This design comes from an exercise in tuning for small area and a short achievable clock period on the open sky130 flow, not from production work. Where RTL was checked, it was by simulation tests only, not by an equivalence proof against the original. Power figures rest on the tool's default switching activity, not on a simulated workload.

// timer_top
module timer_top
( input wire sys_clk,
  input wire sys_rst_n,
  input wire tim_pwrite,
  input wire tim_psel,
  input wire tim_penable,
  input wire [11:0] tim_paddr,
  input wire [31:0] tim_pwdata,
  input wire [3:0] tim_pstrb,
  input wire dbg_mode,
  output wire [31:0] tim_prdata,
  output wire tim_int,
  output wire tim_pready,
  output wire tim_pslverr
);
Size: roughly 170 flip-flops, about 9100 µm² of cells after synthesis.
clock: 5.0 ns
lec_check: 0
cap_margin: 20
core_margin: 2
core_utilization: 40
cts_buf_list: sky130_fd_sc_hd__clkbuf_8
setup_slack_margin: 2.4
slew_margin: 20
standard.sh (not shown) runs the stock make flow with config.mk's settings and CLKGATE_MAP_FILE= SYNTH_SCRIPT=/design/flow/synth_recipe.tcl, a recipe that flattens the netlist after the stock synthesis.
==> flow/flow/run.sh <==
#!/bin/bash
# Layout: the standard flow's synthesis script with its own ABC mapping script, then
# the standard flow for the remaining steps, with plain buffers on the
# ports. Each tool's output goes to a log file here.
set -euo pipefail
HERE=$(pwd)
export OWN_ABC_SCRIPT=$HERE/flow/abc_map.script
make -C $FLOW_HOME DESIGN_CONFIG=$FLOW_CONFIG WORK_HOME=$HERE/orfs CLKGATE_MAP_FILE= \
  SYNTH_SCRIPT=$HERE/flow/synth_own.tcl synth > $HERE/synth.log 2>&1
bash standard.sh "BUFFER_PORTS_ARGS=-buffer_cell sky130_fd_sc_hd__buf_2" finish > $HERE/standard.log 2>&1
==> flow/flow/abc_map.script <==
&get -n
&st
&dch
&nf
&st
&syn2
&if -g -K 6
&synch2
&nf
&st
&syn2
&if -g -K 6
&synch2
&nf
&st
&syn2
&if -g -K 6
&synch2
&nf
&st
&syn2
&if -g -K 6
&synch2
&nf
&st
&syn2
&if -g -K 6
&synch2
&nf
&put
topo
stime -c
upsize -c
dnsize -c
==> flow/flow/synth_own.tcl <==
# synth_recipe.tcl, with ABC's cell mapping run by flow/abc_map.script (ORFS's
# speed script without ABC's own buffering) and without the slow a222oi,
# or3 and or4 cells; the layout flow buffers and sizes.
proc synth {args} { yosys synth -nofsm -noshare {*}$args }
proc abc {args} {
  set i [lsearch -exact $args -script]
  if {$i >= 0} { lset args [expr {$i + 1}] $::env(OWN_ABC_SCRIPT) }
  foreach c {sky130_fd_sc_hd__a222oi_1 sky130_fd_sc_hd__or4_1 sky130_fd_sc_hd__or4_2 sky130_fd_sc_hd__or4_4 sky130_fd_sc_hd__or4b_1 sky130_fd_sc_hd__or4b_2 sky130_fd_sc_hd__or4b_4 sky130_fd_sc_hd__or4bb_1 sky130_fd_sc_hd__or4bb_2 sky130_fd_sc_hd__or4bb_4 sky130_fd_sc_hd__or3_1 sky130_fd_sc_hd__or3_2 sky130_fd_sc_hd__or3_4 sky130_fd_sc_hd__or3b_1 sky130_fd_sc_hd__or3b_2 sky130_fd_sc_hd__or3b_4} {
    lappend args -dont_use $c
  }
  yosys abc {*}$args
}
source $::env(SCRIPTS_DIR)/synth.tcl
# left out here: clear keep_hierarchy, flatten, clean up, hide names made inside functions, write 1_2_yosys.v
Edit:
--- a/flow/design.v
+++ b/flow/design.v
@@ -83,50 +83,36 @@
   case (d)
     4'd1: lim = 8'd1;
     4'd2: lim = 8'd3;
     4'd3: lim = 8'd7;
     4'd4: lim = 8'd15;
     4'd5: lim = 8'd31;
     4'd6: lim = 8'd63;
     4'd7: lim = 8'd127;
     4'd8: lim = 8'd255;
     default: lim = 8'd0;
   endcase
 endfunction
-function [7:0] lim_m1;
-  input [3:0] d;
-  case (d)
-    4'd1: lim_m1 = 8'd0;
-    4'd2: lim_m1 = 8'd2;
-    4'd3: lim_m1 = 8'd6;
-    4'd4: lim_m1 = 8'd14;
-    4'd5: lim_m1 = 8'd30;
-    4'd6: lim_m1 = 8'd62;
-    4'd7: lim_m1 = 8'd126;
-    4'd8: lim_m1 = 8'd254;
-    default: lim_m1 = 8'd255;
-  endcase
-endfunction
 reg ph;
 wire p_rst = ~timer_en | ~div_en | ph;
 wire [7:0] p_inc;
 assign p_inc[0] = ~p[0];
 genvar i;
 generate for (i = 1; i < 8; i = i + 1) begin : g_pinc
   assign p_inc[i] = p[i] ^ (&p[i-1:0]);
 end endgenerate
 wire wen_dv = wr_tcr & st[1];
 wire ph_nxt = halt_ack ? (wen_dv ? (p == lim(wd[11:8])) : ph)
             : p_rst    ? (lim(wen_dv ? wd[11:8] : div_val) == 8'd0)
-            :            (p == lim_m1(div_val));
+            :            (p_inc == lim(div_val));
 always @(posedge sys_clk) begin
   if (!halt_ack) p <= p_rst ? 8'd0 : p_inc;
   ph <= ph_nxt;
 end
 wire       te_nxt = (wr_tcr & st[0]) ? wd[0]    : timer_en;
 wire       de_nxt = (wr_tcr & st[0]) ? wd[1]    : div_en;
 wire [3:0] dv_nxt = (wr_tcr & st[1]) ? wd[11:8] : div_val;
 reg tick0;
 always @(posedge sys_clk or negedge sys_rst_n)
   if (!sys_rst_n) tick0 <= 1'b0;
   else            tick0 <= te_nxt & (~de_nxt | (dv_nxt == 4'd0));
 wire cnt_en = ~halt_ack & (tick0 | (timer_en & ph));
@@ -164,31 +150,27 @@
 generate for (b = 0; b < 4; b = b + 1) begin : g_cnt
   always @(posedge sys_clk) begin
     cnt_q[8*b+7:8*b]     <= (wr_tdr0 & st[b]) ? wd[8*b+7:8*b] : cnt_inc[8*b+7:8*b];
     cnt_q[8*b+39:8*b+32] <= (wr_tdr1 & st[b]) ? wd[8*b+7:8*b] : cnt_inc[8*b+39:8*b+32];
   end
 end endgenerate
 wire int_set = init & (cnt_v ? (cnt_q == tcmp) : (tcmp == 64'd0));
 wire int_clr_req = wr & s_tisr & st[0] & wd[0];
 always @(posedge sys_clk or negedge sys_rst_n)
   if (!sys_rst_n) int_st <= 1'b0;
   else            int_st <= int_st ? ~int_clr_req : int_set;
 assign tim_int = int_en & int_st;
-reg rs_tdr0, rs_tdr1, rs_tcmp0, rs_tcmp1, halt_q;
+reg rs_tdr0, rs_tdr1;
 always @(posedge sys_clk) begin
-  rs_tdr0  <= a_ok & (tim_paddr[4:2] == 3'd1) & ~tim_pwrite & ~cnt_clr;
-  rs_tdr1  <= a_ok & (tim_paddr[4:2] == 3'd2) & ~tim_pwrite & ~cnt_clr;
-  rs_tcmp0 <= a_ok & (tim_paddr[4:2] == 3'd3) & ~tim_pwrite;
-  rs_tcmp1 <= a_ok & (tim_paddr[4:2] == 3'd4) & ~tim_pwrite;
-  halt_q   <= a_ok & (tim_paddr[4:2] == 3'd7) & halt_req;
+  rs_tdr0 <= a_ok & (tim_paddr[4:2] == 3'd1) & ~cnt_clr;
+  rs_tdr1 <= a_ok & (tim_paddr[4:2] == 3'd2) & ~cnt_clr;
 end
 assign tim_prdata =
     ({32{s_tcr}}   & {20'b0, div_val, 6'b0, div_en, timer_en}) |
     ({32{rs_tdr0}} & cnt_q[31:0]) |
     ({32{rs_tdr1}} & cnt_q[63:32]) |
-    ({32{rs_tcmp0}} & tcmp[31:0]) |
-    ({32{rs_tcmp1}} & tcmp[63:32]) |
+    ({32{s_tcmp0}} & tcmp[31:0]) |
+    ({32{s_tcmp1}} & tcmp[63:32]) |
     ({32{s_tier}}  & {31'b0, int_en}) |
     ({32{s_tisr}}  & {31'b0, int_st}) |
-    ({32{s_thcsr}} & {31'b0, halt_req}) |
-    {30'b0, halt_q & dbg_mode, 1'b0};
+    ({32{s_thcsr}} & {30'b0, halt_ack, halt_req});
 endmodule
What happened: Critical path depth decreases by 5. Fmax decreases by 0.71%. Total power decreases by 5.0%. Routed wire length decreases by 3.9%. Final cell count is about the same.
For the first run of this note, only the layout was checked, not whether the RTL still works.

* * *

timer_top again, from the RTL that the note above started with.
Settings: LEC_CHECK=0, CAP_MARGIN=20, CORE_MARGIN=2, CORE_UTILIZATION=40, CTS_BUF_LIST=sky130_fd_sc_hd__clkbuf_8, SETUP_SLACK_MARGIN=2.4, SLEW_MARGIN=20; clock period 5.0 ns.
==> flow/flow/synth_own.tcl <==
# synth_recipe.tcl, with ABC's cell mapping run by flow/abc_map.script (ORFS's
# speed script without ABC's own buffering) and without the slow a222oi
# cell; the layout flow buffers and sizes.
proc synth {args} { yosys synth -nofsm -noshare {*}$args }
proc abc {args} {
  set i [lsearch -exact $args -script]
  if {$i >= 0} { lset args [expr {$i + 1}] $::env(OWN_ABC_SCRIPT) }
  lappend args -dont_use sky130_fd_sc_hd__a222oi_1
  yosys abc {*}$args
}
source $::env(SCRIPTS_DIR)/synth.tcl
# left out here: clear keep_hierarchy, flatten, clean up, hide names made inside functions, write 1_2_yosys.v
Scripts as last shown in full above: flow/flow/run.sh, flow/flow/abc_map.script
Change:
--- a/flow/design.v
+++ b/flow/design.v
@@ -86,44 +86,30 @@
     4'd3: lim = 8'd7;
     4'd4: lim = 8'd15;
     4'd5: lim = 8'd31;
     4'd6: lim = 8'd63;
     4'd7: lim = 8'd127;
     4'd8: lim = 8'd255;
     default: lim = 8'd0;
   endcase
 endfunction
-function [7:0] lim_m1;
-  input [3:0] d;
-  case (d)
-    4'd1: lim_m1 = 8'd0;
-    4'd2: lim_m1 = 8'd2;
-    4'd3: lim_m1 = 8'd6;
-    4'd4: lim_m1 = 8'd14;
-    4'd5: lim_m1 = 8'd30;
-    4'd6: lim_m1 = 8'd62;
-    4'd7: lim_m1 = 8'd126;
-    4'd8: lim_m1 = 8'd254;
-    default: lim_m1 = 8'd255;
-  endcase
-endfunction
 reg ph;
 wire p_rst = ~timer_en | ~div_en | ph;
 wire [7:0] p_inc;
 assign p_inc[0] = ~p[0];
 genvar i;
 generate for (i = 1; i < 8; i = i + 1) begin : g_pinc
   assign p_inc[i] = p[i] ^ (&p[i-1:0]);
 end endgenerate
 wire wen_dv = wr_tcr & st[1];
 wire ph_nxt = halt_ack ? (wen_dv ? (p == lim(wd[11:8])) : ph)
             : p_rst    ? (lim(wen_dv ? wd[11:8] : div_val) == 8'd0)
-            :            (p == lim_m1(div_val));
+            :            (p_inc == lim(div_val));
 always @(posedge sys_clk) begin
   if (!halt_ack) p <= p_rst ? 8'd0 : p_inc;
   ph <= ph_nxt;
 end
 wire       te_nxt = (wr_tcr & st[0]) ? wd[0]    : timer_en;
 wire       de_nxt = (wr_tcr & st[0]) ? wd[1]    : div_en;
 wire [3:0] dv_nxt = (wr_tcr & st[1]) ? wd[11:8] : div_val;
 reg tick0;
 always @(posedge sys_clk or negedge sys_rst_n)
@@ -167,28 +153,24 @@
     cnt_q[8*b+39:8*b+32] <= (wr_tdr1 & st[b]) ? wd[8*b+7:8*b] : cnt_inc[8*b+39:8*b+32];
   end
 end endgenerate
 wire int_set = init & (cnt_v ? (cnt_q == tcmp) : (tcmp == 64'd0));
 wire int_clr_req = wr & s_tisr & st[0] & wd[0];
 always @(posedge sys_clk or negedge sys_rst_n)
   if (!sys_rst_n) int_st <= 1'b0;
   else            int_st <= int_st ? ~int_clr_req : int_set;
 assign tim_int = int_en & int_st;
-reg rs_tdr0, rs_tdr1, rs_tcmp0, rs_tcmp1, halt_q;
+reg rs_tdr0, rs_tdr1;
 always @(posedge sys_clk) begin
-  rs_tdr0  <= a_ok & (tim_paddr[4:2] == 3'd1) & ~tim_pwrite & ~cnt_clr;
-  rs_tdr1  <= a_ok & (tim_paddr[4:2] == 3'd2) & ~tim_pwrite & ~cnt_clr;
-  rs_tcmp0 <= a_ok & (tim_paddr[4:2] == 3'd3) & ~tim_pwrite;
-  rs_tcmp1 <= a_ok & (tim_paddr[4:2] == 3'd4) & ~tim_pwrite;
-  halt_q   <= a_ok & (tim_paddr[4:2] == 3'd7) & halt_req;
+  rs_tdr0 <= a_ok & (tim_paddr[4:2] == 3'd1) & ~cnt_clr;
+  rs_tdr1 <= a_ok & (tim_paddr[4:2] == 3'd2) & ~cnt_clr;
 end
 assign tim_prdata =
     ({32{s_tcr}}   & {20'b0, div_val, 6'b0, div_en, timer_en}) |
     ({32{rs_tdr0}} & cnt_q[31:0]) |
     ({32{rs_tdr1}} & cnt_q[63:32]) |
-    ({32{rs_tcmp0}} & tcmp[31:0]) |
-    ({32{rs_tcmp1}} & tcmp[63:32]) |
+    ({32{s_tcmp0}} & tcmp[31:0]) |
+    ({32{s_tcmp1}} & tcmp[63:32]) |
     ({32{s_tier}}  & {31'b0, int_en}) |
     ({32{s_tisr}}  & {31'b0, int_st}) |
-    ({32{s_thcsr}} & {31'b0, halt_req}) |
-    {30'b0, halt_q & dbg_mode, 1'b0};
+    ({32{s_thcsr}} & {30'b0, halt_ack, halt_req});
 endmodule
Result:
- The changed run ran to the end with no violations
- design area is lower by 1.7%
- global-route usage goes down by 1.5 points
- via count shrinks by 0.36%
- count of clock-buffer cells in the layout rose by 1
- core utilization is higher by 0.34 points
- setup slack is worse by 57 ps
- hold slack gets better by 21 ps
For the first run of this note, only the layout was checked, not whether the RTL still works.

==> what the ideal ports hide <==
The flow's constraints put no driver on any port. The routed layouts listed below were extracted and timed again, unchanged, in two steps.
Step 1: set_driving_cell puts a clkbuf_16 on sys_clk and a buf_2 on each other input, an assumption about the parent block.
Step 2 adds t to the input delays and takes it off the output delays; t is the mean of the earliest and latest rising clock arrival at the registers after step 1. Input paths then give back, and output paths get back, about the clock's delay inside the block.
a / b / c = no drivers / after step 1 / after step 2; a / b = the first two.
run	shift t [ns]	slack for setup (ns)	worst hold slack (ns)	worst setup path after step 2	worst data-port slew with drivers (ns)
the first run of note 1	0.510	2.428 / 2.418 / 1.944	0.420 / 0.395 / 0.444	input to register	0.03
the second run of note 1	0.516	2.409 / 2.377 / 2.058	0.417 / 0.399 / 0.524	input to register	0.04
the first run of note 2	0.514	2.470 / 2.429 / 2.017	0.395 / 0.373 / 0.437	input to register	0.03
the second run of note 2	0.504	2.413 / 2.392 / 2.037	0.416 / 0.395 / 0.507	input to register	0.04
After both steps setup and hold are still met in every run listed. For the first run of note 1, which loses most, drivers alone change the setup slack by -0.010 ns; drivers and shift together by -0.484 ns.
